This is an optimization exercise on Yosys and OpenROAD, whose aim is small area, not a production implementation. In this exercise RTL edits were held to simulation tests only and were not proved equivalent to the original. No activity file was given, so power comes from the tool's default toggle rates.

==> v31: inputs <==
// SpaceInvaders
module SpaceInvaders (
  input clk,
  input reset,
  input btnLeftInput,
  input btnRightInput,
  input fire,
  output [7:0] rgb,
  output hSync,
  output vSync,
  output victory,
  output defeat
  );
function [12:0] add12(input [11:0] a, input [11:0] b, input cin);
  integer i;
  reg c;
  begin
    c = cin;
    for (i = 0; i < 12; i = i + 1) begin
      add12[i] = a[i] ^ b[i] ^ c;
      c = (a[i] & b[i]) | (c & (a[i] ^ b[i]));
    end
    add12[12] = c;
  end
endfunction
function ge(input [11:0] x, input [11:0] k);
  integer i;
  reg r;
  begin
    r = 1'b1;
    for (i = 0; i < 12; i = i + 1)
      r = k[i] ? (x[i] & r) : (x[i] | r);
    ge = r;
  end
endfunction
function le(input [11:0] x, input [11:0] k);
  integer i;
  reg r;
  begin
    r = 1'b1;
    for (i = 0; i < 12; i = i + 1)
      r = k[i] ? (~x[i] | r) : (~x[i] & r);
    le = r;
  end
endfunction
localparam [5:0] ZSTART = 6'd1;
reg t0;
reg [9:0] hc;
reg [9:0] vc;
reg [5:0] zc;
function [5:0] lfsr(input [5:0] s);
  lfsr = {s[4:0], s[5] ^ s[4]};
endfunction
function [5:0] lfsrn(input [5:0] s, input integer n);
  integer i;
  begin
    lfsrn = s;
    for (i = 0; i < n; i = i + 1) lfsrn = lfsr(lfsrn);
  end
endfunction
localparam [5:0] ZEND = lfsrn(ZSTART, 49);
wire lineEnd = hc[9] & ~hc[8] & hc[7] & hc[4];                   
wire frameEnd = ~vc[9] & vc[8] & vc[7] & vc[6] & vc[5] & vc[3] & vc[0];  
wire hAct = ~(hc[9] & (hc[8] | hc[7]));                           
wire vAct = ~(vc[9] | (vc[8] & vc[7] & vc[6] & vc[5]));           
wire [9:0] vPos = vAct ? vc : 10'd0;
wire zcEnd = (zc == ZEND);
wire zzEnable = zcEnd;
wire moveNow  = (zc == ZSTART);
wire laserEnable = t0 & (&hc[2:0]);
wire [12:0] hcInc = add12({2'b00, hc}, 12'd0, t0);
wire [12:0] vcInc = add12({2'b00, vc}, 12'd0, t0 & lineEnd);
always @(posedge clk) begin
  if (reset) begin
    t0 <= 1'b0;
    hc <= 10'd880;
    vc <= 10'd993;
    zc <= ZSTART;
  end else begin
    t0 <= ~t0;
    zc <= zcEnd ? ZSTART : lfsr(zc);
    hc <= (t0 & lineEnd) ? 10'd881 : hcInc[9:0];
    vc <= (t0 & lineEnd & frameEnd) ? 10'd993 : vcInc[9:0];
  end
end
assign hSync = ~(hc[9] & hc[8] & ~(hc[7] & hc[6] & (hc[5] | hc[4])));
assign vSync = ~(vc[9] & ~vc[4] & ~vc[3] & ~vc[2] & (vc[1] ^ vc[0]));
reg [1:0] bl, br;
always @(posedge clk) begin
  if (reset) begin
    bl <= 2'b10;
    br <= 2'b10;
  end else begin
  ...
Settings: LEC_CHECK=0, CAP_MARGIN=20, CORE_MARGIN=2, CORE_UTILIZATION=70, CTS_BUF_LIST=sky130_fd_sc_hd__clkbuf_8, SLEW_MARGIN=20; clock period 20.0 ns.
standard.sh (not shown) runs the stock make flow with config.mk's settings and CLKGATE_MAP_FILE= SYNTH_SCRIPT=/design/flow/synth_recipe.tcl, a recipe that flattens the netlist after the stock synthesis.
==> flow/flow/run.sh <==
#!/bin/bash
set -euo pipefail
bash standard.sh \
  "BUFFER_PORTS_ARGS=-buffer_cell sky130_fd_sc_hd__buf_1" \
  "CTS_ARGS=-sink_clustering_enable -repair_clock_nets -buf_list sky130_fd_sc_hd__clkbuf_8 -dont_use_dummy_load" \
  finish > standard.log 2>&1
==> v16 (differences from v31) <==
--- a/flow/design.v
+++ b/flow/design.v
@@ -83,18 +83,15 @@
   end
 end
 assign hSync = ~(hc[9] & hc[8] & ~(hc[7] & hc[6] & (hc[5] | hc[4])));
 assign vSync = ~(vc[9] & ~vc[4] & ~vc[3] & ~vc[2] & (vc[1] ^ vc[0]));
 reg [1:0] bl, br;
-always @(posedge clk) begin
-  if (reset) begin
-    bl <= 2'b10;
-    br <= 2'b10;
-  end else begin
-    bl <= {btnLeftInput & (bl[0] | bl[1]), btnLeftInput & ~bl[0] & ~bl[1]};
-    br <= {btnRightInput & (br[0] | br[1]), btnRightInput & ~br[0] & ~br[1]};
-  end
+wire pl = btnLeftInput | reset;
+wire pr = btnRightInput | reset;
+always @(posedge clk) begin
+  bl <= {pl & (bl[0] | bl[1]), pl & ~bl[0] & ~bl[1]};
+  br <= {pr & (br[0] | br[1]), pr & ~br[0] & ~br[1]};
 end
 wire left = bl[0];
 wire right = br[0];
 reg [4:0] gm;
 wire [12:0] gph = add12({7'd0, gm}, {9'd0, gm[4:2]}, 1'b0);
@@ -127,48 +124,48 @@
     gm <= gpAdd;
     if (shipBox) shipColor <= shipShape;
   end
 end
 reg [14:0] alive;
-reg [10:0] nx;                  
+reg [10:0] xA;
 reg [4:0] yn;
 wire [12:0] yah = add12({7'd0, yn}, {9'd0, yn[4:2]}, 1'b0);
 wire [7:0] ya = {yah[5:0], yn[1:0]};
 reg idx, idxD;
 reg defeatR;
 reg killing;
 reg [1:0] lastMotion;
-wire canRight = idxD ? ge({1'b0, nx}, 12'd1464) : ge({1'b0, nx}, 12'd1424);  
-wire canLeft  = idxD | ~(ge({1'b0, nx}, 12'd2031) & le({1'b0, nx}, 12'd2036));  
+wire canRight = idxD ? le({1'b0, xA}, 12'd583) : le({1'b0, xA}, 12'd623);
+wire canLeft  = idxD | ~(ge({1'b0, xA}, 12'd11) & le({1'b0, xA}, 12'd16));
 wire colDead0 = ~(alive[0] | alive[5] | alive[10]);
 wire colDead1 = ~(alive[1] | alive[6] | alive[11]);
-reg [8:0] nym;                  
+reg [8:0] ym;
 reg [4:0] glm;
 wire [12:0] glh = add12({7'd0, glm}, {9'd0, glm[4:2]}, 1'b0);
 wire [7:0] gl = {glh[5:0], glm[1:0]};               
 reg [1:0] colorLaser;
-wire laserAlive = |nym;
-wire [10:0] nxA = nx;
+wire laserAlive = ~&ym;
+wire [10:0] nxA = ~xA;
 wire [7:0] nya = ~ya;
 wire [7:0] hes;
 wire hec;
 AddC #(.W(8), .CIN(0)) hitXSub (.a(gl), .b(nxA[9:2]), .s(hes), .co(hec));
 wire [10:0] he = {nxA[10] ^ hec, hes, nxA[1:0]};
 wire [6:0] hfs;
 wire hfc;
-AddC #(.W(7), .CIN(0)) hitYSub (.a(nym[8:2]), .b(ya[6:0]), .s(hfs), .co(hfc));
-wire [7:0] hf = {ya[7] ^ hfc, ~hfs};
+AddC #(.W(7), .CIN(1)) hitYSub (.a(ym[8:2]), .b(nya[6:0]), .s(hfs), .co(hfc));
+wire [7:0] hf = {nya[7] ^ hfc, hfs};
 wire [4:0] ha = he[7:3];
 wire hlo = ~he[2] & ~(he[1] & he[0]);
 wire hz = ~|he[10:8];
 wire [4:0] hitCol;
 assign hitCol[0] = hz & (ha == 5'd0  | ha == 5'd1  | (ha == 5'd2  & hlo));
 assign hitCol[1] = hz & (ha == 5'd5  | ha == 5'd6  | (ha == 5'd7  & hlo));
 assign hitCol[2] = hz & (ha == 5'd10 | ha == 5'd11 | (ha == 5'd12 & hlo));
 assign hitCol[3] = hz & (ha == 5'd15 | ha == 5'd16 | (ha == 5'd17 & hlo));
 assign hitCol[4] = hz & (ha == 5'd20 | ha == 5'd21 | (ha == 5'd22 & hlo));
-wire hfz = (nym[1:0] == 2'd3);
+wire hfz = (ym[1:0] == 2'd0);
 wire [2:0] hitRow;
 assign hitRow[0] = (hf == 8'd0)  | (hf == 8'd1)  | (hf == 8'd2  & hfz);
 assign hitRow[1] = (hf == 8'd5)  | (hf == 8'd6)  | (hf == 8'd7  & hfz);
 assign hitRow[2] = (hf == 8'd10) | (hf == 8'd11) | (hf == 8'd12 & hfz);
 wire [14:0] hit = alive & {{5{hitRow[2]}} & hitCol, {5{hitRow[1]}} & hitCol, {5{hitRow[0]}} & hitCol};
@@ -176,16 +173,16 @@
 wire xDec = moveOk & (lastMotion == 2'd1) & canLeft;
 wire xInc = moveOk & (lastMotion == 2'd2) & canRight;
 wire yStep = moveOk & (lastMotion == 2'd3);
 wire [10:0] xAAdd;
 wire xAc;
-AddC #(.W(11), .CIN(0)) xAStep (.a(nx), .b({{10{xInc}}, xDec | xInc}), .s(xAAdd), .co(xAc));
+AddC #(.W(11), .CIN(0)) xAStep (.a(xA), .b({{10{xDec}}, xDec | xInc}), .s(xAAdd), .co(xAc));
 wire [12:0] yaAdd = add12({7'd0, yn}, 12'd0, yStep);
 always @(posedge clk) begin
   if (reset) begin
     alive <= 15'h7fff;
-    nx <= ~11'd40;
+    xA <= 11'd40;
     yn <= 5'd2;
     idx <= 1'b0;
     lastMotion <= 2'd0;
   end else begin
     alive <= alive & ~hit;
@@ -195,11 +192,11 @@
         2'd0, 2'd2: lastMotion <= canRight ? 2'd2 : 2'd3;
         2'd3: lastMotion <= canLeft ? 2'd1 : (canRight ? 2'd2 : 2'd0);
         2'd1: lastMotion <= canLeft ? 2'd1 : 2'd3;
       endcase
     end
-    nx <= xAAdd;
+    xA <= xAAdd;
     yn <= yaAdd[4:0];
   end
   idxD <= idx;
   killing <= |hit;
   defeatR <= yn[4] & yn[2] & yn[1];    
@@ -208,15 +205,15 @@
 assign victory = ~|alive & ~killing;
 wire [7:0] lxs;
 wire lxc;
 AddC #(.W(8), .CIN(1)) laserXSub (.a(hc[9:2]), .b(~gl), .s(lxs), .co(lxc));
 wire [10:0] lx = {~lxc, lxs, hc[1:0]};                              
-wire [8:0] ly;
+wire [9:0] ly;                                                      
 wire lyc;
-AddC #(.W(9), .CIN(0)) laserYSub (.a(vPos[8:0]), .b(nym), .s(ly), .co(lyc));
+AddC #(.W(10), .CIN(0)) laserYSub (.a(vPos), .b({1'b1, ~ym}), .s(ly), .co(lyc));
 wire lxIn = (~|lx[10:3] & le({9'd0, lx[2:0]}, 12'd6)) | (&lx[10:3] & ge({9'd0, lx[2:0]}, 12'd2));
-wire lyIn = (~|ly[8:3] & le({9'd0, ly[2:0]}, 12'd6)) | (&ly[8:3] & ge({9'd0, ly[2:0]}, 12'd2));
+wire lyIn = (~|ly[9:3] & le({9'd0, ly[2:0]}, 12'd6)) | (&ly[9:3] & ge({9'd0, ly[2:0]}, 12'd2));
 reg disc;
 always @(*) begin
   case ({lx[3:0], ly[3:0]})
     8'haa, 8'hab, 8'hac, 8'ha4, 8'ha5, 8'ha6, 8'hba, 8'hbb, 8'hb5, 8'hb6, 8'hca, 8'hc6,
     8'h4a, 8'h46, 8'h5a, 8'h5b, 8'h55, 8'h56, 8'h6a, 8'h6b, 8'h6c, 8'h64, 8'h65, 8'h66:
@@ -229,38 +226,38 @@
 always @(*) begin : ymDecrement
   integer i;
   reg b;
   b = laserEnable & laserAlive;
   for (i = 0; i < 9; i = i + 1) begin
-    ymDec[i] = nym[i] ^ b;
-    b = b & nym[i];
+    ymDec[i] = ym[i] ^ b;
+    b = b & ~ym[i];
   end
 end
 always @(posedge clk) begin
   if (reset)
-    nym <= 9'h000;
-  else if ((laserAlive && killing) || (laserEnable && nym == 9'h1ff))
-    nym <= 9'h000;
+    ym <= 9'h1ff;
+  else if ((laserAlive && killing) || (laserEnable && ym == 9'd0))
+    ym <= 9'h1ff;
   else if (!laserAlive && fire)
-    nym <= ~9'd432;
+    ym <= 9'd432;
   else
-    nym <= ymDec[8:0];
+    ym <= ymDec[8:0];
   if (!reset && !laserAlive && fire) glm <= gm;
   colorLaser <= {laserAlive & inLaser & ~killing, laserAlive & inLaser};
 end
 wire [9:0] ahs;
 wire ahc;
-AddC #(.W(10), .CIN(0)) alienXSub (.a(hc), .b(nxA[9:0]), .s(ahs), .co(ahc));
+AddC #(.W(10), .CIN(1)) alienXSub (.a(hc), .b(nxA[9:0]), .s(ahs), .co(ahc));
 wire [10:0] ah = {~ahc, ahs};
 wire az0 = nxA[10] & ~|ah[10:8];
 wire az1 = nxA[10] & &ah[10:8];
 wire [4:0] inCol;
-assign inCol[0] = (az0 & le({4'd0, ah[7:0]}, 12'd8)) | (az1 & ge({4'd0, ah[7:0]}, 12'd246));
-assign inCol[1] = az0 & ge({4'd0, ah[7:0]}, 12'd30)  & le({4'd0, ah[7:0]}, 12'd48);
-assign inCol[2] = az0 & ge({4'd0, ah[7:0]}, 12'd70)  & le({4'd0, ah[7:0]}, 12'd88);
-assign inCol[3] = az0 & ge({4'd0, ah[7:0]}, 12'd110) & le({4'd0, ah[7:0]}, 12'd128);
-assign inCol[4] = az0 & ge({4'd0, ah[7:0]}, 12'd150) & le({4'd0, ah[7:0]}, 12'd168);
+assign inCol[0] = (az0 & le({4'd0, ah[7:0]}, 12'd9)) | (az1 & ge({4'd0, ah[7:0]}, 12'd247));
+assign inCol[1] = az0 & ge({4'd0, ah[7:0]}, 12'd31)  & le({4'd0, ah[7:0]}, 12'd49);
+assign inCol[2] = az0 & ge({4'd0, ah[7:0]}, 12'd71)  & le({4'd0, ah[7:0]}, 12'd89);
+assign inCol[3] = az0 & ge({4'd0, ah[7:0]}, 12'd111) & le({4'd0, ah[7:0]}, 12'd129);
+assign inCol[4] = az0 & ge({4'd0, ah[7:0]}, 12'd151) & le({4'd0, ah[7:0]}, 12'd169);
 wire [7:0] av;
 wire avc;
 AddC #(.W(8), .CIN(1)) alienYSub (.a(vPos[9:2]), .b(nya), .s(av), .co(avc));
 wire avz = (vPos[1:0] == 2'd0);
 wire [2:0] inRow;
==> flow/flow/run.sh (replaced) <==
#!/bin/bash
bash standard.sh "BUFFER_PORTS_ARGS=-buffer_cell sky130_fd_sc_hd__buf_1" "CTS_ARGS=-sink_clustering_enable -repair_clock_nets -buf_list sky130_fd_sc_hd__clkbuf_16 -dont_use_dummy_load -sink_buffer_max_cap_derate 1.0 -sink_clustering_size 50 -sink_clustering_max_diameter 300" finish > standard.log 2>&1
==> v28 (differences from v31) <==
--- a/flow/design.v
+++ b/flow/design.v
@@ -127,48 +127,48 @@
     gm <= gpAdd;
     if (shipBox) shipColor <= shipShape;
   end
 end
 reg [14:0] alive;
-reg [10:0] nx;                  
+reg [10:0] xA;
 reg [4:0] yn;
 wire [12:0] yah = add12({7'd0, yn}, {9'd0, yn[4:2]}, 1'b0);
 wire [7:0] ya = {yah[5:0], yn[1:0]};
 reg idx, idxD;
 reg defeatR;
 reg killing;
 reg [1:0] lastMotion;
-wire canRight = idxD ? ge({1'b0, nx}, 12'd1464) : ge({1'b0, nx}, 12'd1424);  
-wire canLeft  = idxD | ~(ge({1'b0, nx}, 12'd2031) & le({1'b0, nx}, 12'd2036));  
+wire canRight = idxD ? le({1'b0, xA}, 12'd583) : le({1'b0, xA}, 12'd623);
+wire canLeft  = idxD | ~(ge({1'b0, xA}, 12'd11) & le({1'b0, xA}, 12'd16));
 wire colDead0 = ~(alive[0] | alive[5] | alive[10]);
 wire colDead1 = ~(alive[1] | alive[6] | alive[11]);
-reg [8:0] nym;                  
+reg [8:0] ym;
 reg [4:0] glm;
 wire [12:0] glh = add12({7'd0, glm}, {9'd0, glm[4:2]}, 1'b0);
 wire [7:0] gl = {glh[5:0], glm[1:0]};               
 reg [1:0] colorLaser;
-wire laserAlive = |nym;
-wire [10:0] nxA = nx;
+wire laserAlive = ~&ym;
+wire [10:0] nxA = ~xA;
 wire [7:0] nya = ~ya;
 wire [7:0] hes;
 wire hec;
 AddC #(.W(8), .CIN(0)) hitXSub (.a(gl), .b(nxA[9:2]), .s(hes), .co(hec));
 wire [10:0] he = {nxA[10] ^ hec, hes, nxA[1:0]};
 wire [6:0] hfs;
 wire hfc;
-AddC #(.W(7), .CIN(0)) hitYSub (.a(nym[8:2]), .b(ya[6:0]), .s(hfs), .co(hfc));
-wire [7:0] hf = {ya[7] ^ hfc, ~hfs};
+AddC #(.W(7), .CIN(1)) hitYSub (.a(ym[8:2]), .b(nya[6:0]), .s(hfs), .co(hfc));
+wire [7:0] hf = {nya[7] ^ hfc, hfs};
 wire [4:0] ha = he[7:3];
 wire hlo = ~he[2] & ~(he[1] & he[0]);
 wire hz = ~|he[10:8];
 wire [4:0] hitCol;
 assign hitCol[0] = hz & (ha == 5'd0  | ha == 5'd1  | (ha == 5'd2  & hlo));
 assign hitCol[1] = hz & (ha == 5'd5  | ha == 5'd6  | (ha == 5'd7  & hlo));
 assign hitCol[2] = hz & (ha == 5'd10 | ha == 5'd11 | (ha == 5'd12 & hlo));
 assign hitCol[3] = hz & (ha == 5'd15 | ha == 5'd16 | (ha == 5'd17 & hlo));
 assign hitCol[4] = hz & (ha == 5'd20 | ha == 5'd21 | (ha == 5'd22 & hlo));
-wire hfz = (nym[1:0] == 2'd3);
+wire hfz = (ym[1:0] == 2'd0);
 wire [2:0] hitRow;
 assign hitRow[0] = (hf == 8'd0)  | (hf == 8'd1)  | (hf == 8'd2  & hfz);
 assign hitRow[1] = (hf == 8'd5)  | (hf == 8'd6)  | (hf == 8'd7  & hfz);
 assign hitRow[2] = (hf == 8'd10) | (hf == 8'd11) | (hf == 8'd12 & hfz);
 wire [14:0] hit = alive & {{5{hitRow[2]}} & hitCol, {5{hitRow[1]}} & hitCol, {5{hitRow[0]}} & hitCol};
@@ -176,16 +176,16 @@
 wire xDec = moveOk & (lastMotion == 2'd1) & canLeft;
 wire xInc = moveOk & (lastMotion == 2'd2) & canRight;
 wire yStep = moveOk & (lastMotion == 2'd3);
 wire [10:0] xAAdd;
 wire xAc;
-AddC #(.W(11), .CIN(0)) xAStep (.a(nx), .b({{10{xInc}}, xDec | xInc}), .s(xAAdd), .co(xAc));
+AddC #(.W(11), .CIN(0)) xAStep (.a(xA), .b({{10{xDec}}, xDec | xInc}), .s(xAAdd), .co(xAc));
 wire [12:0] yaAdd = add12({7'd0, yn}, 12'd0, yStep);
 always @(posedge clk) begin
   if (reset) begin
     alive <= 15'h7fff;
-    nx <= ~11'd40;
+    xA <= 11'd40;
     yn <= 5'd2;
     idx <= 1'b0;
     lastMotion <= 2'd0;
   end else begin
     alive <= alive & ~hit;
@@ -195,11 +195,11 @@
         2'd0, 2'd2: lastMotion <= canRight ? 2'd2 : 2'd3;
         2'd3: lastMotion <= canLeft ? 2'd1 : (canRight ? 2'd2 : 2'd0);
         2'd1: lastMotion <= canLeft ? 2'd1 : 2'd3;
       endcase
     end
-    nx <= xAAdd;
+    xA <= xAAdd;
     yn <= yaAdd[4:0];
   end
   idxD <= idx;
   killing <= |hit;
   defeatR <= yn[4] & yn[2] & yn[1];    
@@ -208,15 +208,15 @@
 assign victory = ~|alive & ~killing;
 wire [7:0] lxs;
 wire lxc;
 AddC #(.W(8), .CIN(1)) laserXSub (.a(hc[9:2]), .b(~gl), .s(lxs), .co(lxc));
 wire [10:0] lx = {~lxc, lxs, hc[1:0]};                              
-wire [8:0] ly;
+wire [9:0] ly;                                                      
 wire lyc;
-AddC #(.W(9), .CIN(0)) laserYSub (.a(vPos[8:0]), .b(nym), .s(ly), .co(lyc));
+AddC #(.W(10), .CIN(0)) laserYSub (.a(vPos), .b({1'b1, ~ym}), .s(ly), .co(lyc));
 wire lxIn = (~|lx[10:3] & le({9'd0, lx[2:0]}, 12'd6)) | (&lx[10:3] & ge({9'd0, lx[2:0]}, 12'd2));
-wire lyIn = (~|ly[8:3] & le({9'd0, ly[2:0]}, 12'd6)) | (&ly[8:3] & ge({9'd0, ly[2:0]}, 12'd2));
+wire lyIn = (~|ly[9:3] & le({9'd0, ly[2:0]}, 12'd6)) | (&ly[9:3] & ge({9'd0, ly[2:0]}, 12'd2));
 reg disc;
 always @(*) begin
   case ({lx[3:0], ly[3:0]})
     8'haa, 8'hab, 8'hac, 8'ha4, 8'ha5, 8'ha6, 8'hba, 8'hbb, 8'hb5, 8'hb6, 8'hca, 8'hc6,
     8'h4a, 8'h46, 8'h5a, 8'h5b, 8'h55, 8'h56, 8'h6a, 8'h6b, 8'h6c, 8'h64, 8'h65, 8'h66:
@@ -229,38 +229,39 @@
 always @(*) begin : ymDecrement
   integer i;
   reg b;
   b = laserEnable & laserAlive;
   for (i = 0; i < 9; i = i + 1) begin
-    ymDec[i] = nym[i] ^ b;
-    b = b & nym[i];
+    ymDec[i] = ym[i] ^ b;
+    b = b & ~ym[i];
   end
 end
 always @(posedge clk) begin
   if (reset)
-    nym <= 9'h000;
-  else if ((laserAlive && killing) || (laserEnable && nym == 9'h1ff))
-    nym <= 9'h000;
+    ym <= 9'h1ff;
+  else if ((laserAlive && killing) || (laserEnable && ym == 9'd0))
+    ym <= 9'h1ff;
   else if (!laserAlive && fire)
-    nym <= ~9'd432;
+    ym <= 9'd432;
   else
-    nym <= ymDec[8:0];
-  if (!reset && !laserAlive && fire) glm <= gm;
+    ym <= ymDec[8:0];
+  if (reset) glm <= 5'd0;
+  else if (!laserAlive && fire) glm <= gm;
   colorLaser <= {laserAlive & inLaser & ~killing, laserAlive & inLaser};
 end
 wire [9:0] ahs;
 wire ahc;
-AddC #(.W(10), .CIN(0)) alienXSub (.a(hc), .b(nxA[9:0]), .s(ahs), .co(ahc));
+AddC #(.W(10), .CIN(1)) alienXSub (.a(hc), .b(nxA[9:0]), .s(ahs), .co(ahc));
 wire [10:0] ah = {~ahc, ahs};
 wire az0 = nxA[10] & ~|ah[10:8];
 wire az1 = nxA[10] & &ah[10:8];
 wire [4:0] inCol;
-assign inCol[0] = (az0 & le({4'd0, ah[7:0]}, 12'd8)) | (az1 & ge({4'd0, ah[7:0]}, 12'd246));
-assign inCol[1] = az0 & ge({4'd0, ah[7:0]}, 12'd30)  & le({4'd0, ah[7:0]}, 12'd48);
-assign inCol[2] = az0 & ge({4'd0, ah[7:0]}, 12'd70)  & le({4'd0, ah[7:0]}, 12'd88);
-assign inCol[3] = az0 & ge({4'd0, ah[7:0]}, 12'd110) & le({4'd0, ah[7:0]}, 12'd128);
-assign inCol[4] = az0 & ge({4'd0, ah[7:0]}, 12'd150) & le({4'd0, ah[7:0]}, 12'd168);
+assign inCol[0] = (az0 & le({4'd0, ah[7:0]}, 12'd9)) | (az1 & ge({4'd0, ah[7:0]}, 12'd247));
+assign inCol[1] = az0 & ge({4'd0, ah[7:0]}, 12'd31)  & le({4'd0, ah[7:0]}, 12'd49);
+assign inCol[2] = az0 & ge({4'd0, ah[7:0]}, 12'd71)  & le({4'd0, ah[7:0]}, 12'd89);
+assign inCol[3] = az0 & ge({4'd0, ah[7:0]}, 12'd111) & le({4'd0, ah[7:0]}, 12'd129);
+assign inCol[4] = az0 & ge({4'd0, ah[7:0]}, 12'd151) & le({4'd0, ah[7:0]}, 12'd169);
 wire [7:0] av;
 wire avc;
 AddC #(.W(8), .CIN(1)) alienYSub (.a(vPos[9:2]), .b(nya), .s(av), .co(avc));
 wire avz = (vPos[1:0] == 2'd0);
 wire [2:0] inRow;
==> v4 (differences from v31) <==
--- a/flow/design.v
+++ b/flow/design.v
@@ -208,15 +208,15 @@
 assign victory = ~|alive & ~killing;
 wire [7:0] lxs;
 wire lxc;
 AddC #(.W(8), .CIN(1)) laserXSub (.a(hc[9:2]), .b(~gl), .s(lxs), .co(lxc));
 wire [10:0] lx = {~lxc, lxs, hc[1:0]};                              
-wire [8:0] ly;
+wire [9:0] ly;                                                      
 wire lyc;
-AddC #(.W(9), .CIN(0)) laserYSub (.a(vPos[8:0]), .b(nym), .s(ly), .co(lyc));
+AddC #(.W(10), .CIN(0)) laserYSub (.a(vPos), .b({1'b1, nym}), .s(ly), .co(lyc));
 wire lxIn = (~|lx[10:3] & le({9'd0, lx[2:0]}, 12'd6)) | (&lx[10:3] & ge({9'd0, lx[2:0]}, 12'd2));
-wire lyIn = (~|ly[8:3] & le({9'd0, ly[2:0]}, 12'd6)) | (&ly[8:3] & ge({9'd0, ly[2:0]}, 12'd2));
+wire lyIn = (~|ly[9:3] & le({9'd0, ly[2:0]}, 12'd6)) | (&ly[9:3] & ge({9'd0, ly[2:0]}, 12'd2));
 reg disc;
 always @(*) begin
   case ({lx[3:0], ly[3:0]})
     8'haa, 8'hab, 8'hac, 8'ha4, 8'ha5, 8'ha6, 8'hba, 8'hbb, 8'hb5, 8'hb6, 8'hca, 8'hc6,
     8'h4a, 8'h46, 8'h5a, 8'h5b, 8'h55, 8'h56, 8'h6a, 8'h6b, 8'h6c, 8'h64, 8'h65, 8'h66:
==> summary.md <==
| Metric | Value |
|---|---|
| Sw Pwr | `0.127 mW` |
| Synthesized area | `6940 µm²` |
| Placed inst area | `7100 µm²` |
| Status | `finished clean` |
| Worst-margin pin slew | `1060 ps` |
| Adder-Cell Fraction of Synth Area | `30.0%` |
| Power Clock | `0.101 mW` |
| DRT Wirelength | `15.8 mm` |
| Clock root buffer | `clkbuf_8` |
| Worst EP required | `20,330 ps` |
| PD cells | `55.6 nW/µm²` |
| Vias in the first global route | `5,551` |
| FF+latch area | `1910 µm²` |
# the run above: v31

==> summary.md <==
| Metric | Value |
|---|---|
| Clock root buffer | `clkbuf_16` |
| Status | `finished clean` |
| Vias in the first global route | `5,180` |
| Adder-Cell Fraction of Synth Area | `30.6%` |
| Power Clock | `0.145 mW` |
| PD cells | `76.6 nW/µm²` |
| FF+latch area | `1910 µm²` |
| Worst-margin pin slew | `829 ps` |
# the run above: v16

==> summary.md <==
| Metric | Value |
|---|---|
| Power Clock | `0.101 mW` |
| DRT Wirelength | `15.6 mm` |
| Cells after DPL | `874` |
| Worst setup EP type | `flop` |
| Ranking of synthesized cells by area | `dfxtp_1 26%, fa_1 19%, ha_1 10%` |
| Placed inst area | `7200 µm²` |
| Worst-margin pin slew | `930 ps` |
| Synthesized area | `7060 µm²` |
| Sw Pwr | `0.109 mW` |
| Vias in the first global route | `5,522` |
| PD cells | `50.4 nW/µm²` |
| Clock root buffer | `clkbuf_8` |
| Status | `finished clean` |
# the run above: v28

==> summary.md <==
| Metric | Value |
|---|---|
| Status | `finished clean` |
| Power Clock | `0.0994 mW` |
| Placed inst area | `7110 µm²` |
| Worst EP required | `20,260 ps` |
| Vias in the first global route | `5,475` |
| Adder-Cell Fraction of Synth Area | `30.0%` |
| Clock root buffer | `clkbuf_8` |
| Sw Pwr | `0.124 mW` |
# the run above: v4

## separate check: timing with driven ports
Ports are ideal in the flow. The routed layouts listed here were re-timed in OpenROAD.
Step 1 (the two cells are an assumption about what drives the block):
set clk [get_ports {clk}]
set_driving_cell -lib_cell sky130_fd_sc_hd__clkbuf_16 $clk
set_driving_cell -lib_cell sky130_fd_sc_hd__buf_2 [delete_from_list [all_inputs] $clk]
Step 2 moves the port delays by t, midway between the first and last clock arrival at a register: inputs arrive t later, outputs are due t later. That takes back most of the time a late clock gives input paths.
a / b / c = no drivers / after step 1 / after step 2; a / b = the first two.
| run | shift t [ns] | setup WS [ns] | hold slack, ns | worst setup path after step 2 | clock arrival spread, ns |
|---|---|---|---|---|---|
| v31 | 0.425 | 11.858 / 11.858 / 11.858 | 0.400 / 0.400 / 0.400 | register to register | 0.023 / 0.023 |
| v16 | 0.384 | 12.386 / 12.386 / 12.386 | 0.373 / 0.373 / 0.373 | register to register | 0.012 / 0.011 |
| v28 | 0.407 | 12.763 / 12.763 / 12.763 | 0.387 / 0.387 / 0.387 | register to register | 0.018 / 0.017 |
| v4 | 0.412 | 12.384 / 12.384 / 12.384 | 0.374 / 0.374 / 0.374 | register to register | 0.020 / 0.019 |
After both steps every run listed still meets setup and hold.
